This is an optimization exercise on Yosys and OpenROAD, whose aim is small area, not a production implementation. At most, simulation tests tie the RTL to the original design; equivalence was not proved. No activity file was given, so power comes from the tool's default toggle rates.

==> 05-23: inputs <==
## testpattern
module testpattern
(
    input              I_pxl_clk   , 
    input              I_rst_n     , 
    input      [2:0]   I_mode      , 
    input      [15:0]  I_sqr_width ,
    input      [7:0]   I_single_r  ,
    input      [7:0]   I_single_g  ,
    input      [7:0]   I_single_b  ,
    input      [15:0]  I_h_total   , 
    input      [15:0]  I_h_sync    , 
    input      [15:0]  I_h_bporch  , 
    input      [15:0]  I_h_res     , 
    input      [15:0]  I_v_total   , 
    input      [15:0]  I_v_sync    , 
    input      [15:0]  I_v_bporch  , 
    input      [15:0]  I_v_res     , 
    input              I_hs_pol    , 
    input              I_vs_pol    , 
    output reg         O_de        ,
    output reg         O_hs        ,
    output reg         O_vs        ,
    output     [7:0]   O_data_r    ,
    output     [7:0]   O_data_g    ,
    output     [7:0]   O_data_b
);
reg           pre;       
reg           hs_a;      
reg           hbp;       
reg           hact;      
reg           vs_a;      
reg           vbp;       
reg           vact;      
reg  [15:0]   H_cnt;     
reg  [15:0]   V_cnt;     
reg  [15:0]   A_cnt;     
reg  [15:0]   C_cnt;     
reg  [15:0]   B_cnt;     
reg  [15:0]   Cv_cnt;    
reg  [12:0]   U_cnt;     
reg  [3:0]    K_cnt;     
reg           Sqr_h;
reg           Sqr_v;
reg  [23:0]   Data_tmp;
wire [15:0] H_inc    = H_cnt + 1'b1;
wire        start    = pre & (H_cnt[1:0] == 2'd3);
wire        line_end = ~pre & (H_inc == I_h_total);
wire        hs_end   = hs_a & (H_inc == I_h_sync);
wire        bp_zero  = (I_h_bporch == 16'd0);
wire [15:0] C_inc    = C_cnt + 1'b1;
wire        hbp_end  = hbp & (C_inc == I_h_bporch);
wire        act_start= (hs_end & bp_zero) | hbp_end;
wire        de       = hact & vact;
wire [15:0] A_inc    = A_cnt + de;
wire        act_last = hact & (A_inc == I_h_res);
wire        hact_n   = act_start | (hact & ~act_last & ~line_end);
wire        frame_end= line_end & (V_cnt == I_v_total);
wire        vs_end   = line_end & vs_a & (V_cnt == I_v_sync);
wire        vbp_zero = (I_v_bporch == 16'd0);
wire        B_last   = (B_cnt == I_v_res);
wire        vbp_end  = line_end & vbp & (B_cnt == I_v_bporch);
wire        vact_start = (vs_end & vbp_zero) | vbp_end;
  ...
==> flow/config.mk <==
export PLATFORM = sky130hd
export DESIGN_NAME = testpattern
export DESIGN_NICKNAME = testpattern
export VERILOG_FILES = /design/flow/design.v
export SDC_FILE = /design/flow/constraint.sdc
export NUM_CORES = 4
export LEC_CHECK = 0
export CAP_MARGIN = 20
export CORE_MARGIN = 2
export CORE_UTILIZATION = 40
export SLEW_MARGIN = 20
==> flow/constraint.sdc <==
create_clock -name core_clock -period 10.0 [get_ports {I_pxl_clk}]
set_input_delay 2.0000 -clock core_clock [delete_from_list [all_inputs] [get_ports {I_pxl_clk}]]
set_output_delay 2.0000 -clock core_clock [all_outputs]
set_load 0.01 [all_outputs]
standard.sh (not shown) runs the stock make flow with config.mk's settings and CLKGATE_MAP_FILE= SYNTH_SCRIPT=/design/flow/synth_recipe.tcl, a recipe that flattens the netlist after the stock synthesis.
==> flow/flow/run.sh <==
#!/bin/bash
# Standard ORFS layout (standard.sh) with two changes:
#  - synthesis maps logic with an area-oriented ABC script (flow/synth.tcl);
#  - ports get the smallest buffer (buf_1).
# Make's full output goes to flow_make.log here; ORFS keeps each step's log
# under orfs/logs/.
set -euo pipefail
here=$(pwd)
export MY_ABC_SCRIPT=$here/flow/abc_area.script
bash standard.sh "SYNTH_SCRIPT=$here/flow/synth.tcl" \
  "BUFFER_PORTS_ARGS=-buffer_cell sky130_fd_sc_hd__buf_1" finish > flow_make.log 2>&1
==> flow/flow/abc_area.script <==
&get -n
&st
&dc2
&dch -f
&nf -R 2000 -a
&put
==> flow/flow/synth.tcl <==
# The standard synthesis script (synth_recipe.tcl), with one change: Yosys's
# abc mapping step runs an area-oriented ABC script (flow/abc_area.script)
# instead of ORFS's speed script. Everything before it (and so every
# register) is unchanged.
proc synth {args} { yosys synth -nofsm -noshare {*}$args }
proc abc {args} {
  set i [lsearch $args -script]
  set args [lreplace $args [expr {$i+1}] [expr {$i+1}] $::env(MY_ABC_SCRIPT)]
  yosys abc {*}$args
}
source $::env(SCRIPTS_DIR)/synth.tcl
# left out here: clear keep_hierarchy, flatten, clean up, hide names made inside functions, write 1_2_yosys.v
==> 09-28 (differences from 05-23) <==
--- a/flow/design.v
+++ b/flow/design.v
@@ -30,39 +30,41 @@
 reg           hact;      
 reg           vs_a;      
 reg           vbp;       
 reg           vact;      
 reg  [15:0]   H_cnt;     
+reg  [15:0]   C_cnt;     
 reg  [15:0]   V_cnt;     
-reg  [15:0]   A_cnt;     
-reg  [15:0]   C_cnt;     
 reg  [15:0]   B_cnt;     
 reg  [15:0]   Cv_cnt;    
+reg  [15:0]   A_cnt;     
 reg  [12:0]   U_cnt;     
 reg  [3:0]    K_cnt;     
+reg           K_ch;
 reg           Sqr_h;
 reg           Sqr_v;
 reg  [23:0]   Data_tmp;
-wire [15:0] H_inc    = H_cnt + 1'b1;
+wire        H_end    = (H_cnt == 16'hFFFE);
+wire        C_end    = (C_cnt == 16'hFFFE);
 wire        start    = pre & (H_cnt[1:0] == 2'd3);
-wire        line_end = ~pre & (H_inc == I_h_total);
-wire        hs_end   = hs_a & (H_inc == I_h_sync);
+wire        line_end = ~pre & H_end;
+wire        hs_end   = hs_a & C_end;
 wire        bp_zero  = (I_h_bporch == 16'd0);
-wire [15:0] C_inc    = C_cnt + 1'b1;
-wire        hbp_end  = hbp & (C_inc == I_h_bporch);
+wire        hbp_end  = hbp & C_end;
 wire        act_start= (hs_end & bp_zero) | hbp_end;
 wire        de       = hact & vact;
 wire [15:0] A_inc    = A_cnt + de;
 wire        act_last = hact & (A_inc == I_h_res);
 wire        hact_n   = act_start | (hact & ~act_last & ~line_end);
-wire        frame_end= line_end & (V_cnt == I_v_total);
-wire        vs_end   = line_end & vs_a & (V_cnt == I_v_sync);
+wire        V_end    = (V_cnt == 16'hFFFE);
+wire        B_end    = (B_cnt == 16'hFFFE);
+wire        frame_end= line_end & V_end;
+wire        vs_end   = line_end & vs_a & B_end;
 wire        vbp_zero = (I_v_bporch == 16'd0);
-wire        B_last   = (B_cnt == I_v_res);
-wire        vbp_end  = line_end & vbp & (B_cnt == I_v_bporch);
+wire        vbp_end  = line_end & vbp & B_end;
 wire        vact_start = (vs_end & vbp_zero) | vbp_end;
-wire        vact_end = line_end & vact & B_last;
+wire        vact_end = line_end & vact & B_end;
 wire        vact_n   = vact_start | (vact & ~vact_end);
 wire        de_n     = hact_n & vact_n;
 wire        de_start = act_start & vact;
 wire        de_fall  = de & ~de_n;
 always @(posedge I_pxl_clk or negedge I_rst_n)
@@ -82,40 +84,54 @@
         hbp  <= (hs_end & ~bp_zero) | (hbp & ~hbp_end);
         hact <= hact_n;
         vs_a <= start | frame_end | (vs_a & ~vs_end);
         vbp  <= (vs_end & ~vbp_zero) | (vbp & ~vbp_end);
         vact <= vact_n;
-        H_cnt[1:0] <= (start | line_end) ? 2'd0 : H_cnt[1:0] + 1'b1;
+        H_cnt[1:0] <= (start | line_end) ? ~I_h_total[1:0] : H_cnt[1:0] + 1'b1;
     end
 end
+wire [15:0] H_inc = H_cnt + 1'b1;
 always @(posedge I_pxl_clk)
 begin
-    H_cnt[15:2] <= (start | line_end) ? 14'd0 : H_inc[15:2];
-    V_cnt  <= (start | frame_end) ? 16'd1 : V_cnt + line_end;
-    B_cnt  <= (vs_end | vact_start) ? 16'd1 : B_cnt + line_end;
+    H_cnt[15:2] <= (start | line_end) ? ~I_h_total[15:2] : H_inc[15:2];
+    if (start | line_end)
+        C_cnt <= ~I_h_sync;
+    else if (hs_end & ~bp_zero)
+        C_cnt <= ~I_h_bporch;
+    else if (act_start | (hact & C_end))
+        C_cnt <= ~I_sqr_width;
+    else
+        C_cnt <= C_cnt + 1'b1;
+    V_cnt <= (start | frame_end) ? ~I_v_total : V_cnt + line_end;
+    if (start | frame_end)
+        B_cnt <= ~I_v_sync;
+    else if (vs_end & ~vbp_zero)
+        B_cnt <= ~I_v_bporch;
+    else if (vact_start)
+        B_cnt <= ~I_v_res;
+    else
+        B_cnt <= B_cnt + line_end;
 end
 always @(posedge I_pxl_clk or negedge I_rst_n)
 begin
     if (!I_rst_n)
         A_cnt <= 16'd0;
     else if (de_start)
         A_cnt <= 16'd0;
     else
         A_cnt <= A_inc;
 end
-wire        sqr_h_hit = de & (C_inc == I_sqr_width);
-wire        sqr_v_hit = de_fall & (Cv_cnt == I_sqr_width);
+wire        sqr_h_hit = de & C_end;
+wire        sqr_v_hit = de_fall & (Cv_cnt == 16'hFFFE);
 always @(posedge I_pxl_clk)
 begin
-    C_cnt  <= (hs_end | act_start | sqr_h_hit) ? 16'd0 : C_inc;
     Sqr_h  <= act_start ? 1'b0 : (Sqr_h ^ sqr_h_hit);
-    Cv_cnt <= (vs_end | sqr_v_hit) ? 16'd1 : Cv_cnt + de_fall;
+    Cv_cnt <= (vs_end | sqr_v_hit) ? ~I_sqr_width : Cv_cnt + de_fall;
     Sqr_v  <= vs_end ? 1'b0 : (Sqr_v ^ sqr_v_hit);
 end
 wire [12:0] bar_w  = I_h_res[15:3];
-wire [12:0] U_inc  = U_cnt + 1'b1;
-wire        U_wrap = (U_inc == bar_w);
+wire        U_wrap = (U_cnt == 13'h1FFE);
 wire        w_one  = (bar_w == 13'd1);
 wire [2:0]  res_r  = I_h_res[2:0];
 reg         w_div;
 always @(*) begin
     w_div = 1'b0;
@@ -129,21 +145,20 @@
             4'd7: w_div = (res_r == 3'd6);
             4'd8: w_div = (res_r == 3'd7);
             default: w_div = 1'b0;
         endcase
 end
-reg         K_ch;
 wire        K_t0   = O_de ? (w_one ? K_ch : w_div) : (w_one & ~A_cnt[3]);
 wire        k_inc  = de_start ? K_t0 :
                      de & (w_one ? (K_ch | ~O_de) : (U_wrap & ~K_ch));
 always @(posedge I_pxl_clk)
 begin
-    U_cnt <= (act_start | U_wrap) ? 13'd0 : U_inc;
+    U_cnt <= (act_start | U_wrap) ? ~bar_w : U_cnt + 1'b1;
     K_cnt <= de_n ? (K_cnt + k_inc) : 4'd0;
     K_ch  <= de_start ? K_t0 : (K_ch & ~(de & U_wrap & ~w_one));
 end
-wire        net  = de & ((A_cnt[4:0] == 5'd0) | act_last | (B_cnt[4:0] == 5'd1) | B_last);
+wire        net  = de & ((A_cnt[4:0] == 5'd0) | act_last | (B_cnt[4:0] == ~I_v_res[4:0]) | B_end);
 wire        sqr  = de & (Sqr_h == Sqr_v);
 wire        cb_r = de & ~K_cnt[3] & ~K_cnt[1];
 wire        cb_g = de & ~K_cnt[3] & ~K_cnt[2];
 wire        cb_b = de & ~K_cnt[3] & ~K_cnt[0];
 wire        m_bar  = (I_mode == 3'b000);
==> flow/flow/run.sh (replaced) <==
#!/bin/bash
# Standard ORFS layout (standard.sh) with three changes:
#  - synthesis maps logic with an area-oriented ABC script (flow/synth.tcl);
#  - ports get the smallest buffer (buf_1);
#  - clock tree: clkbuf_16 root, clkbuf_8 elsewhere.
# Make's full output goes to flow_make.log here; ORFS keeps each step's log
# under orfs/logs/.
set -euo pipefail
here=$(pwd)
export MY_ABC_SCRIPT=$here/flow/abc_area.script
bash standard.sh "SYNTH_SCRIPT=$here/flow/synth.tcl" \
  "BUFFER_PORTS_ARGS=-buffer_cell sky130_fd_sc_hd__buf_1" \
  "CTS_ARGS=-sink_clustering_enable -repair_clock_nets -root_buf sky130_fd_sc_hd__clkbuf_16 -buf_list sky130_fd_sc_hd__clkbuf_8" \
  finish > flow_make.log 2>&1
==> notes <==
05-23 ran to the end with no violations. 09-28 passed the timing, design-rule and antenna checks.
Against 05-23, the clock-buffer cell count of 09-28 is lower by 2.
Of 09-28 and 05-23, 09-28 has the higher sequential power (gap about 5.5%, measured against 05-23).
In 09-28 the clock power is smaller than in 05-23, by about 25%.
Between 09-28 and 05-23, the lower combinational power is in 09-28 (gap about 2%, measured against 05-23).
In 09-28 the cell area is smaller than in 05-23, by about 8%.
Against 05-23, the sequential share of layout area of 09-28 is higher by 2.8 points.
Hold slack: 09-28 is better than 05-23 (15 ps).
Only the layout flow was run in 05-23; the RTL was not checked for function there.

* * *

==> run a <==
==> flow/design.v <==
module testpattern
(
    input              I_pxl_clk   , 
    input              I_rst_n     , 
    input      [2:0]   I_mode      , 
    input      [15:0]  I_sqr_width ,
    input      [7:0]   I_single_r  ,
    input      [7:0]   I_single_g  ,
    input      [7:0]   I_single_b  ,
    input      [15:0]  I_h_total   , 
    input      [15:0]  I_h_sync    , 
    input      [15:0]  I_h_bporch  , 
    input      [15:0]  I_h_res     , 
    input      [15:0]  I_v_total   , 
    input      [15:0]  I_v_sync    , 
    input      [15:0]  I_v_bporch  , 
    input      [15:0]  I_v_res     , 
    input              I_hs_pol    , 
    input              I_vs_pol    , 
    output reg         O_de        ,
    output reg         O_hs        ,
    output reg         O_vs        ,
    output     [7:0]   O_data_r    ,
    output     [7:0]   O_data_g    ,
    output     [7:0]   O_data_b
);
reg           pre;       
reg           hs_a;      
reg           hbp;       
reg           hact;      
reg           vs_a;      
reg           vbp;       
reg           vact;      
reg  [15:0]   H_cnt;     
reg  [15:0]   C_cnt;     
reg  [15:0]   V_cnt;     
reg  [15:0]   B_cnt;     
reg  [15:0]   Cv_cnt;    
reg  [7:0]    A_cnt;     
reg  [12:0]   U_cnt;     
reg  [3:0]    K_cnt;     
reg           K_ch;
reg           Sqr_h;
reg           Sqr_v;
reg  [23:0]   Data_tmp;
wire        H_end    = (H_cnt == 16'hFFFE);
wire        C_end    = (C_cnt == 16'hFFFE);
wire        start    = pre & (H_cnt[1:0] == 2'd3);
wire        line_end = ~pre & H_end;
wire        hs_end   = hs_a & C_end;
wire        bp_zero  = (I_h_bporch == 16'd0);
wire        hbp_end  = hbp & C_end;
wire        act_start= (hs_end & bp_zero) | hbp_end;
wire        de       = hact & vact;
wire [7:0]  A_inc    = A_cnt + de;
wire        act_last;
wire        hact_n   = act_start | (hact & ~act_last & ~line_end);
wire        V_end    = (V_cnt == 16'hFFFE);
wire        B_end    = (B_cnt == 16'hFFFE);
wire        frame_end= line_end & V_end;
wire        vs_end   = line_end & vs_a & B_end;
wire        vbp_zero = (I_v_bporch == 16'd0);
wire        vbp_end  = line_end & vbp & B_end;
wire        vact_start = (vs_end & vbp_zero) | vbp_end;
wire        vact_end = line_end & vact & B_end;
wire        vact_n   = vact_start | (vact & ~vact_end);
wire        de_n     = hact_n & vact_n;
wire        de_start = act_start & vact;
wire        de_fall  = de & ~de_n;
always @(posedge I_pxl_clk or negedge I_rst_n)
begin
    if (!I_rst_n) begin
        pre  <= 1'b1;
        hs_a <= 1'b0;
        hbp  <= 1'b0;
        hact <= 1'b0;
        vs_a <= 1'b0;
        vbp  <= 1'b0;
        vact <= 1'b0;
        H_cnt[1:0] <= 2'd0;
    end else begin
        pre  <= pre & ~start;
        hs_a <= start | line_end | (hs_a & ~hs_end);
        hbp  <= (hs_end & ~bp_zero) | (hbp & ~hbp_end);
        hact <= hact_n;
        vs_a <= start | frame_end | (vs_a & ~vs_end);
        vbp  <= (vs_end & ~vbp_zero) | (vbp & ~vbp_end);
        vact <= vact_n;
        H_cnt[1:0] <= (start | line_end) ? ~I_h_total[1:0] : H_cnt[1:0] + 1'b1;
    end
end
wire [15:0] H_inc = H_cnt + 1'b1;
always @(posedge I_pxl_clk)
begin
    H_cnt[15:2] <= (start | line_end) ? ~I_h_total[15:2] : H_inc[15:2];
    if (start | line_end)
        C_cnt <= ~I_h_sync;
    else if (hs_end & ~bp_zero)
        C_cnt <= ~I_h_bporch;
    else if (act_start | (hact & C_end))
        C_cnt <= ~I_sqr_width;
    else
        C_cnt <= C_cnt + 1'b1;
    V_cnt <= (start | frame_end) ? ~I_v_total : V_cnt + line_end;
    if (start | frame_end)
        B_cnt <= ~I_v_sync;
    else if (vs_end & ~vbp_zero)
        B_cnt <= ~I_v_bporch;
    else if (vact_start)
        B_cnt <= ~I_v_res;
    else
        B_cnt <= B_cnt + line_end;
end
always @(posedge I_pxl_clk or negedge I_rst_n)
begin
    if (!I_rst_n)
        A_cnt <= 8'd0;
    else if (de_start)
        A_cnt <= 8'd0;
    else
        A_cnt <= A_inc;
end
wire        sqr_h_hit = de & C_end;
wire        sqr_v_hit = de_fall & (Cv_cnt == 16'hFFFE);
always @(posedge I_pxl_clk)
begin
    Sqr_h  <= act_start ? 1'b0 : (Sqr_h ^ sqr_h_hit);
    Cv_cnt <= (vs_end | sqr_v_hit) ? ~I_sqr_width : Cv_cnt + de_fall;
    Sqr_v  <= vs_end ? 1'b0 : (Sqr_v ^ sqr_v_hit);
end
wire [12:0] bar_w  = I_h_res[15:3];
wire        U_wrap = (U_cnt == 13'h1FFE);
wire        w_one  = (bar_w == 13'd1);
wire [2:0]  res_r  = I_h_res[2:0];
reg         w_div;
always @(*) begin
    w_div = 1'b0;
    if (I_h_res[15:7] == 9'd0)
        case (I_h_res[6:3])
            4'd2: w_div = res_r[0];
            4'd3: w_div = (res_r == 3'd2) | (res_r == 3'd5);
            4'd4: w_div = (res_r[1:0] == 2'd3);
            4'd5: w_div = (res_r == 3'd4);
            4'd6: w_div = (res_r == 3'd5);
            4'd7: w_div = (res_r == 3'd6);
            4'd8: w_div = (res_r == 3'd7);
            default: w_div = 1'b0;
        endcase
end
wire        w_small = (I_h_res[15:4] == 12'd0);     
wire        r_eq    = (A_inc[2:0] == res_r);
assign      act_last = hact & (w_small ? (r_eq & (A_inc[3] == I_h_res[3])) :
                       (res_r == 3'd0) ? ((K_cnt == 4'd7) & U_wrap) :
                                         (K_cnt[3] & r_eq));
wire        K_t0   = O_de ? (w_one ? K_ch : w_div) : (w_one & ~A_cnt[3]);
wire        k_inc  = de_start ? K_t0 :
                     de & (w_one ? (K_ch | ~O_de) : (U_wrap & ~K_ch));
always @(posedge I_pxl_clk)
begin
    U_cnt <= (act_start | U_wrap) ? ~bar_w : U_cnt + 1'b1;
    K_cnt <= de_n ? (K_cnt + k_inc) : 4'd0;
    K_ch  <= de_start ? K_t0 : (K_ch & ~(de & U_wrap & ~w_one));
end
wire        net  = de & ((A_cnt[4:0] == 5'd0) | act_last | (B_cnt[4:0] == ~I_v_res[4:0]) | B_end);
wire        sqr  = de & (Sqr_h == Sqr_v);
wire        cb_r = de & ~K_cnt[3] & ~K_cnt[1];
wire        cb_g = de & ~K_cnt[3] & ~K_cnt[2];
wire        cb_b = de & ~K_cnt[3] & ~K_cnt[0];
wire        m_bar  = (I_mode == 3'b000);
wire        m_net  = (I_mode == 3'b001);
wire        m_gray = (I_mode == 3'b010);
wire        m_sqr  = (I_mode == 3'b011);
wire        m_one  = (I_mode == 3'b111);
wire        m_blue = I_mode[2] & ~m_one;
wire        r_c = (m_bar & cb_r) | (m_net & net) | (m_sqr & sqr);
wire        g_c = (m_bar & cb_g) | (m_sqr & sqr);
wire        b_c = (m_bar & cb_b) | (m_sqr & sqr) | m_blue;
wire [7:0]  gray = A_cnt[7:0];
always @(posedge I_pxl_clk or negedge I_rst_n)
begin
    if (!I_rst_n) begin
        O_de     <= 1'b0;
        O_hs     <= 1'b1;
        O_vs     <= 1'b1;
        Data_tmp <= 24'd0;
    end else begin
        O_de     <= de;
        O_hs     <= I_hs_pol ? hs_a : ~hs_a;
        O_vs     <= I_vs_pol ? vs_a : ~vs_a;
        Data_tmp <= {{8{b_c}} | ({8{m_gray}} & gray) | ({8{m_one}} & I_single_b),
                     {8{g_c}} | ({8{m_gray}} & gray) | ({8{m_one}} & I_single_g),
                     {8{r_c}} | ({8{m_gray}} & gray) | ({8{m_one}} & I_single_r)};
    end
end
assign O_data_r = Data_tmp[ 7: 0];
assign O_data_g = Data_tmp[15: 8];
assign O_data_b = Data_tmp[23:16];
endmodule
==> flow/flow/run.sh <==
#!/bin/bash
# Standard ORFS layout (standard.sh) with these changes:
#  - synthesis: no hard half/full-adder cells (ADDER_MAP_FILE empty), and
#    logic mapped with an area-oriented ABC script (flow/synth.tcl,
#    flow/abc_area.script); registers are the standard synthesis's;
#  - ports get the smallest buffer (buf_1);
#  - clock tree: clkbuf_8 root, clkbuf_4 or clkbuf_8 elsewhere, no dummy loads.
# Make's full output goes to flow_make.log here; ORFS keeps each step's log
# under orfs/logs/.
set -euo pipefail
here=$(pwd)
export MY_ABC_SCRIPT=$here/flow/abc_area.script
bash standard.sh "SYNTH_SCRIPT=$here/flow/synth.tcl" "ADDER_MAP_FILE=" \
  "BUFFER_PORTS_ARGS=-buffer_cell sky130_fd_sc_hd__buf_1" \
  "CTS_ARGS=-sink_clustering_enable -repair_clock_nets -dont_use_dummy_load -root_buf sky130_fd_sc_hd__clkbuf_8 -buf_list {sky130_fd_sc_hd__clkbuf_4 sky130_fd_sc_hd__clkbuf_8}" \
  finish > flow_make.log 2>&1
==> flow/flow/abc_area.script <==
&get -n
&st
&dc2
&dch -f
&nf -R 2000 -a
&st
&dc2
&dch -f
&nf -R 2000 -a
&put
==> flow/flow/synth.tcl <==
# The standard synthesis script (synth_recipe.tcl), with one change: Yosys's
# abc mapping step runs an area-oriented ABC script (flow/abc_area.script)
# instead of ORFS's speed script. Everything before it (and so every
# register) is unchanged.
proc synth {args} { yosys synth -nofsm -noshare {*}$args }
proc abc {args} {
  set i [lsearch $args -script]
  set args [lreplace $args [expr {$i+1}] [expr {$i+1}] $::env(MY_ABC_SCRIPT)]
  yosys abc {*}$args
}
source $::env(SCRIPTS_DIR)/synth.tcl
# left out here: clear keep_hierarchy, flatten, clean up, hide names made inside functions, write 1_2_yosys.v
==> flow/standard.sh <==
#!/bin/bash
# synth_recipe.tcl (not shown) runs the flow's synth.tcl, then flattens the netlist and writes it again
# the make line also repeats each setting of config.mk as NAME=value (left out here)
make -C /OpenROAD-flow-scripts/flow DESIGN_CONFIG=/design/flow/config.mk WORK_HOME=/design/flow/orfs CLKGATE_MAP_FILE= SYNTH_SCRIPT=/design/flow/synth_recipe.tcl "${@:-finish}"
==> flow/config.mk <==
export PLATFORM = sky130hd
export DESIGN_NAME = testpattern
export DESIGN_NICKNAME = testpattern
export VERILOG_FILES = /design/flow/design.v
export SDC_FILE = /design/flow/constraint.sdc
export NUM_CORES = 4
export LEC_CHECK = 0
export CAP_MARGIN = 20
export CORE_MARGIN = 2
export CORE_UTILIZATION = 65
export PLACE_DENSITY = 0.75
export SLEW_MARGIN = 20
==> flow/constraint.sdc <==
create_clock -name core_clock -period 10.0 [get_ports {I_pxl_clk}]
set_input_delay 2.0000 -clock core_clock [delete_from_list [all_inputs] [get_ports {I_pxl_clk}]]
set_output_delay 2.0000 -clock core_clock [all_outputs]
set_load 0.01 [all_outputs]
==> run b: changes against run a <==
--- a/flow/design.v
+++ b/flow/design.v
@@ -37,5 +37,5 @@
 reg  [15:0]   B_cnt;     
 reg  [15:0]   Cv_cnt;    
-reg  [7:0]    A_cnt;     
+reg  [15:0]   A_cnt;     
 reg  [12:0]   U_cnt;     
 reg  [3:0]    K_cnt;     
@@ -53,6 +53,7 @@
 wire        act_start= (hs_end & bp_zero) | hbp_end;
 wire        de       = hact & vact;
-wire [7:0]  A_inc    = A_cnt + de;
-wire        act_last;
+wire [8:0]  A_lo_inc = A_cnt[7:0] + de;
+wire [15:0] A_inc    = {A_cnt[15:8] + A_lo_inc[8], A_lo_inc[7:0]};
+wire        act_last = hact & (A_inc == I_h_res);
 wire        hact_n   = act_start | (hact & ~act_last & ~line_end);
 wire        V_end    = (V_cnt == 16'hFFFE);
@@ -115,9 +116,16 @@
 begin
     if (!I_rst_n)
-        A_cnt <= 8'd0;
+        A_cnt[7:0] <= 8'd0;
     else if (de_start)
-        A_cnt <= 8'd0;
-    else
-        A_cnt <= A_inc;
+        A_cnt[7:0] <= 8'd0;
+    else
+        A_cnt[7:0] <= A_inc[7:0];
+end
+always @(posedge I_pxl_clk)
+begin
+    if (de_start)
+        A_cnt[15:8] <= 8'd0;
+    else
+        A_cnt[15:8] <= A_inc[15:8];
 end
 wire        sqr_h_hit = de & C_end;
@@ -148,9 +156,4 @@
         endcase
 end
-wire        w_small = (I_h_res[15:4] == 12'd0);     
-wire        r_eq    = (A_inc[2:0] == res_r);
-assign      act_last = hact & (w_small ? (r_eq & (A_inc[3] == I_h_res[3])) :
-                       (res_r == 3'd0) ? ((K_cnt == 4'd7) & U_wrap) :
-                                         (K_cnt[3] & r_eq));
 wire        K_t0   = O_de ? (w_one ? K_ch : w_div) : (w_one & ~A_cnt[3]);
 wire        k_inc  = de_start ? K_t0 :
==> flow/flow/run.sh (replaced) <==
#!/bin/bash
# Standard ORFS layout (standard.sh) with these changes:
#  - synthesis: no hard half/full-adder cells (ADDER_MAP_FILE empty), and
#    logic mapped with an area-oriented ABC script (flow/synth.tcl,
#    flow/abc_area.script); registers are the standard synthesis's;
#  - ports get the smallest buffer (buf_1);
#  - clock tree: clkbuf_8 root, clkbuf_4 elsewhere, no dummy loads.
# Make's full output goes to flow_make.log here; ORFS keeps each step's log
# under orfs/logs/.
set -euo pipefail
here=$(pwd)
export MY_ABC_SCRIPT=$here/flow/abc_area.script
bash standard.sh "SYNTH_SCRIPT=$here/flow/synth.tcl" "ADDER_MAP_FILE=" \
  "BUFFER_PORTS_ARGS=-buffer_cell sky130_fd_sc_hd__buf_1" \
  "CTS_ARGS=-sink_clustering_enable -repair_clock_nets -dont_use_dummy_load -root_buf sky130_fd_sc_hd__clkbuf_8 -buf_list sky130_fd_sc_hd__clkbuf_4" \
  finish > flow_make.log 2>&1
==> run c: changes against run a <==
--- a/flow/design.v
+++ b/flow/design.v
@@ -37,5 +37,5 @@
 reg  [15:0]   B_cnt;     
 reg  [15:0]   Cv_cnt;    
-reg  [7:0]    A_cnt;     
+reg  [15:0]   A_cnt;     
 reg  [12:0]   U_cnt;     
 reg  [3:0]    K_cnt;     
@@ -53,6 +53,6 @@
 wire        act_start= (hs_end & bp_zero) | hbp_end;
 wire        de       = hact & vact;
-wire [7:0]  A_inc    = A_cnt + de;
-wire        act_last;
+wire [15:0] A_inc    = A_cnt + de;
+wire        act_last = hact & (A_inc == I_h_res);
 wire        hact_n   = act_start | (hact & ~act_last & ~line_end);
 wire        V_end    = (V_cnt == 16'hFFFE);
@@ -115,7 +115,7 @@
 begin
     if (!I_rst_n)
-        A_cnt <= 8'd0;
+        A_cnt <= 16'd0;
     else if (de_start)
-        A_cnt <= 8'd0;
+        A_cnt <= 16'd0;
     else
         A_cnt <= A_inc;
@@ -148,9 +148,4 @@
         endcase
 end
-wire        w_small = (I_h_res[15:4] == 12'd0);     
-wire        r_eq    = (A_inc[2:0] == res_r);
-assign      act_last = hact & (w_small ? (r_eq & (A_inc[3] == I_h_res[3])) :
-                       (res_r == 3'd0) ? ((K_cnt == 4'd7) & U_wrap) :
-                                         (K_cnt[3] & r_eq));
 wire        K_t0   = O_de ? (w_one ? K_ch : w_div) : (w_one & ~A_cnt[3]);
 wire        k_inc  = de_start ? K_t0 :
==> flow/flow/run.sh (replaced) <==
#!/bin/bash
# Standard ORFS layout (standard.sh) with three changes:
#  - synthesis maps logic with an area-oriented ABC script (flow/synth.tcl);
#  - ports get the smallest buffer (buf_1);
#  - clock tree: clkbuf_16 root, clkbuf_8 elsewhere, no dummy loads.
# Make's full output goes to flow_make.log here; ORFS keeps each step's log
# under orfs/logs/.
set -euo pipefail
here=$(pwd)
export MY_ABC_SCRIPT=$here/flow/abc_area.script
bash standard.sh "SYNTH_SCRIPT=$here/flow/synth.tcl" \
  "BUFFER_PORTS_ARGS=-buffer_cell sky130_fd_sc_hd__buf_1" \
  "CTS_ARGS=-sink_clustering_enable -repair_clock_nets -dont_use_dummy_load -root_buf sky130_fd_sc_hd__clkbuf_16 -buf_list sky130_fd_sc_hd__clkbuf_8" \
  finish > flow_make.log 2>&1
==> flow/flow/abc_area.script (replaced) <==
&get -n
&st
&dc2
&dch -f
&nf -R 2000 -a
&put
Settings changed: CORE_UTILIZATION 65 to 40, PLACE_DENSITY 0.75 to default.
==> run d: changes against run a <==
==> flow/design.v, changed modules only <==
module testpattern
(
    input              I_pxl_clk   , 
    input              I_rst_n     , 
    input      [2:0]   I_mode      , 
    input      [15:0]  I_sqr_width ,
    input      [7:0]   I_single_r  ,
    input      [7:0]   I_single_g  ,
    input      [7:0]   I_single_b  ,
    input      [15:0]  I_h_total   , 
    input      [15:0]  I_h_sync    , 
    input      [15:0]  I_h_bporch  , 
    input      [15:0]  I_h_res     , 
    input      [15:0]  I_v_total   , 
    input      [15:0]  I_v_sync    , 
    input      [15:0]  I_v_bporch  , 
    input      [15:0]  I_v_res     , 
    input              I_hs_pol    , 
    input              I_vs_pol    , 
    output reg         O_de        ,
    output reg         O_hs        ,
    output reg         O_vs        ,
    output     [7:0]   O_data_r    ,
    output     [7:0]   O_data_g    ,
    output     [7:0]   O_data_b
);
reg           pre;       
reg           hs_a;      
reg           hbp;       
reg           hact;      
reg           vs_a;      
reg           vbp;       
reg           vact;      
reg  [15:0]   H_cnt;     
reg  [15:0]   V_cnt;     
reg  [15:0]   A_cnt;     
reg  [15:0]   C_cnt;     
reg  [15:0]   B_cnt;     
reg  [15:0]   Cv_cnt;    
reg  [12:0]   U_cnt;     
reg  [3:0]    K_cnt;     
reg           Sqr_h;
reg           Sqr_v;
reg  [23:0]   Data_tmp;
wire [15:0] H_inc    = H_cnt + 1'b1;
wire        start    = pre & (H_cnt[1:0] == 2'd3);
wire        line_end = ~pre & (H_inc == I_h_total);
wire        hs_end   = hs_a & (H_inc == I_h_sync);
wire        bp_zero  = (I_h_bporch == 16'd0);
wire [15:0] C_inc    = C_cnt + 1'b1;
wire        hbp_end  = hbp & (C_inc == I_h_bporch);
wire        act_start= (hs_end & bp_zero) | hbp_end;
wire        de       = hact & vact;
wire [15:0] A_inc    = A_cnt + de;
wire        act_last = hact & (A_inc == I_h_res);
wire        hact_n   = act_start | (hact & ~act_last & ~line_end);
wire [15:0] V_inc    = V_cnt + line_end;
wire        frame_end= line_end & (V_inc == I_v_total);
wire        vs_end   = line_end & vs_a & (V_inc == I_v_sync);
wire        vbp_zero = (I_v_bporch == 16'd0);
wire        B_last   = (B_cnt == I_v_res);
wire        vbp_end  = line_end & vbp & (B_cnt == I_v_bporch);
wire        vact_start = (vs_end & vbp_zero) | vbp_end;
wire        vact_end = line_end & vact & B_last;
wire        vact_n   = vact_start | (vact & ~vact_end);
wire        de_n     = hact_n & vact_n;
wire        de_start = act_start & vact;
wire        de_fall  = de & ~de_n;
always @(posedge I_pxl_clk or negedge I_rst_n)
begin
    if (!I_rst_n) begin
        pre  <= 1'b1;
        hs_a <= 1'b0;
        hbp  <= 1'b0;
        hact <= 1'b0;
        vs_a <= 1'b0;
        vbp  <= 1'b0;
        vact <= 1'b0;
        H_cnt[1:0] <= 2'd0;
    end else begin
        pre  <= pre & ~start;
        hs_a <= start | line_end | (hs_a & ~hs_end);
        hbp  <= (hs_end & ~bp_zero) | (hbp & ~hbp_end);
        hact <= hact_n;
        vs_a <= start | frame_end | (vs_a & ~vs_end);
        vbp  <= (vs_end & ~vbp_zero) | (vbp & ~vbp_end);
        vact <= vact_n;
        H_cnt[1:0] <= (start | line_end) ? 2'd0 : H_cnt[1:0] + 1'b1;
    end
end
always @(posedge I_pxl_clk)
begin
    H_cnt[15:2] <= (start | line_end) ? 14'd0 : H_inc[15:2];
    V_cnt  <= (start | frame_end) ? 16'd0 : V_inc;
    B_cnt  <= (vs_end | vact_start) ? 16'd1 : B_cnt + line_end;
end
always @(posedge I_pxl_clk or negedge I_rst_n)
begin
    if (!I_rst_n)
        A_cnt <= 16'd0;
    else if (de_start)
        A_cnt <= 16'd0;
    else
        A_cnt <= A_inc;
end
wire        sqr_h_hit = de & (C_inc == I_sqr_width);
wire [15:0] Cv_inc    = Cv_cnt + de_fall;
wire        sqr_v_hit = de_fall & (Cv_inc == I_sqr_width);
always @(posedge I_pxl_clk)
begin
    C_cnt  <= (hs_end | act_start | sqr_h_hit) ? 16'd0 : C_inc;
    Sqr_h  <= act_start ? 1'b0 : (Sqr_h ^ sqr_h_hit);
    Cv_cnt <= (vs_end | sqr_v_hit) ? 16'd0 : Cv_inc;
    Sqr_v  <= vs_end ? 1'b0 : (Sqr_v ^ sqr_v_hit);
end
wire [12:0] bar_w  = I_h_res[15:3];
wire [12:0] U_inc  = U_cnt + 1'b1;
wire        U_wrap = (U_inc == bar_w);
wire        w_one  = (bar_w == 13'd1);
wire [2:0]  res_r  = I_h_res[2:0];
reg         w_div;
always @(*) begin
    w_div = 1'b0;
    if (I_h_res[15:7] == 9'd0)
        case (I_h_res[6:3])
            4'd2: w_div = res_r[0];
            4'd3: w_div = (res_r == 3'd2) | (res_r == 3'd5);
            4'd4: w_div = (res_r[1:0] == 2'd3);
            4'd5: w_div = (res_r == 3'd4);
            4'd6: w_div = (res_r == 3'd5);
            4'd7: w_div = (res_r == 3'd6);
            4'd8: w_div = (res_r == 3'd7);
            default: w_div = 1'b0;
        endcase
end
reg         K_ch;
wire        K_t0   = O_de ? (w_one ? K_ch : w_div) : (w_one & ~A_cnt[3]);
wire        k_inc  = de_start ? K_t0 :
                     de & (w_one ? (K_ch | ~O_de) : (U_wrap & ~K_ch));
always @(posedge I_pxl_clk)
begin
    U_cnt <= (act_start | U_wrap) ? 13'd0 : U_inc;
    K_cnt <= de_n ? (K_cnt + k_inc) : 4'd0;
    K_ch  <= de_start ? K_t0 : (K_ch & ~(de & U_wrap & ~w_one));
end
wire        net  = de & ((A_cnt[4:0] == 5'd0) | act_last | (B_cnt[4:0] == 5'd1) | B_last);
wire        sqr  = de & (Sqr_h == Sqr_v);
wire        cb_r = de & ~K_cnt[3] & ~K_cnt[1];
wire        cb_g = de & ~K_cnt[3] & ~K_cnt[2];
wire        cb_b = de & ~K_cnt[3] & ~K_cnt[0];
wire        m_bar  = (I_mode == 3'b000);
wire        m_net  = (I_mode == 3'b001);
wire        m_gray = (I_mode == 3'b010);
wire        m_sqr  = (I_mode == 3'b011);
wire        m_one  = (I_mode == 3'b111);
wire        m_blue = I_mode[2] & ~m_one;
wire        r_c = (m_bar & cb_r) | (m_net & net) | (m_sqr & sqr);
wire        g_c = (m_bar & cb_g) | (m_sqr & sqr);
wire        b_c = (m_bar & cb_b) | (m_sqr & sqr) | m_blue;
wire [7:0]  gray = A_cnt[7:0];
always @(posedge I_pxl_clk or negedge I_rst_n)
begin
    if (!I_rst_n) begin
        O_de     <= 1'b0;
        O_hs     <= 1'b1;
        O_vs     <= 1'b1;
        Data_tmp <= 24'd0;
    end else begin
        O_de     <= de;
        O_hs     <= I_hs_pol ? hs_a : ~hs_a;
        O_vs     <= I_vs_pol ? vs_a : ~vs_a;
        Data_tmp <= {{8{b_c}} | ({8{m_gray}} & gray) | ({8{m_one}} & I_single_b),
                     {8{g_c}} | ({8{m_gray}} & gray) | ({8{m_one}} & I_single_g),
                     {8{r_c}} | ({8{m_gray}} & gray) | ({8{m_one}} & I_single_r)};
    end
end
assign O_data_r = Data_tmp[ 7: 0];
assign O_data_g = Data_tmp[15: 8];
assign O_data_b = Data_tmp[23:16];
endmodule
==> flow/flow/run.sh (replaced) <==
#!/bin/bash
# Standard ORFS layout, with the smallest buffer (buf_1) on the ports instead
# of the default port buffer. Make's full output goes to flow_make.log here;
# ORFS also keeps each step's log under orfs/logs/.
set -euo pipefail
bash standard.sh "BUFFER_PORTS_ARGS=-buffer_cell sky130_fd_sc_hd__buf_1" finish > flow_make.log 2>&1
Settings changed: CORE_UTILIZATION 65 to 40, PLACE_DENSITY 0.75 to default.
removed: flow/flow/abc_area.script
removed: flow/flow/synth.tcl
==> summary.txt <==
sink count of the clock tree 150; core area between 0.01 and 0.015 sq mm; outcome complete, no violations; met1 Use GR 40.84%; DRT Pass-1 Iters 5; share of cells above drive strength 1 2.564%
the above is filed under run b

==> summary.txt <==
outcome complete, no violations; share of cells above drive strength 1 just under 5%; met1 Use GR about 29%; Total GRT Usage a little over a fifth; sink count of the clock tree 150; grt total ovfl 0; core area about 0.026 sq mm; DRT Pass-1 Iters 7
the above is filed under run d

==> summary.txt <==
core area ~0.019 sq mm; chip height between 100 and 150 um; outcome complete, no violations; r2r setup slk ~4800 ps; sink count of the clock tree 150; DRT Pass-1 Iters 4; DRT iter0 DRCs about 390; Detail Route Antenna Nets 0; share of cells above drive strength 1 around 2.9%; met1 Use GR approximately 28%; Non-clock buffering overhead roughly 9.1%
the above is filed under run c

==> summary.txt <==
core area 0.01028 sq mm; sink count of the clock tree around 140; maximum vdd drop 0.1396 mV; DPL Wire Length 12730 um; DRT Pass-1 Iters 5; outcome complete, no violations; worst r2r path cells 13; Total GRT Usage 30.99%; Seq cells 142; met1 Use GR approximately two fifths
the above is filed under run a

[separate check: timing with driven ports]
No port has a modelled driver above. Below, the same layouts with a new extraction and two added sets of constraints.
Step 1 sets driving cells, clkbuf_16 on the clock port and buf_2 on the other inputs (assumed; they add their load-dependent delay and slew).
Step 2, shift: input delay + t, output delay - t, t = (earliest + latest rising clock arrival at the registers) / 2. This alone moves slack from input paths to output paths.
Slacks: ideal ports / drivers / drivers and shift; pairs: ideal ports / drivers.
run	t, ns	setup slack, ns	hold WS [ns]	clock arrival spread, ns	slew at the worst register clock pin (ns)
05-23	0.466	4.220 / 4.247 / 3.781	0.480 / 0.480 / 0.480	0.010 / 0.010	0.07 / 0.07
09-28	0.421	4.824 / 4.824 / 4.439	0.494 / 0.494 / 0.494	0.013 / 0.014	0.09 / 0.09
run a	0.467	5.442 / 5.457 / 4.990	0.489 / 0.489 / 0.489	0.029 / 0.029	0.08 / 0.08
run b	0.452	4.350 / 4.365 / 3.914	0.521 / 0.521 / 0.521	0.030 / 0.029	0.11 / 0.11
run c	0.406	4.759 / 4.784 / 4.377	0.485 / 0.485 / 0.485	0.029 / 0.029	0.09 / 0.09
run d	0.468	0.733 / 0.757 / 0.289	0.495 / 0.495 / 0.495	0.021 / 0.022	0.07 / 0.07
After both steps setup and hold are still met in every run listed. For run a, which loses most, drivers alone change the setup slack by +0.015 ns; drivers and shift together by -0.452 ns.
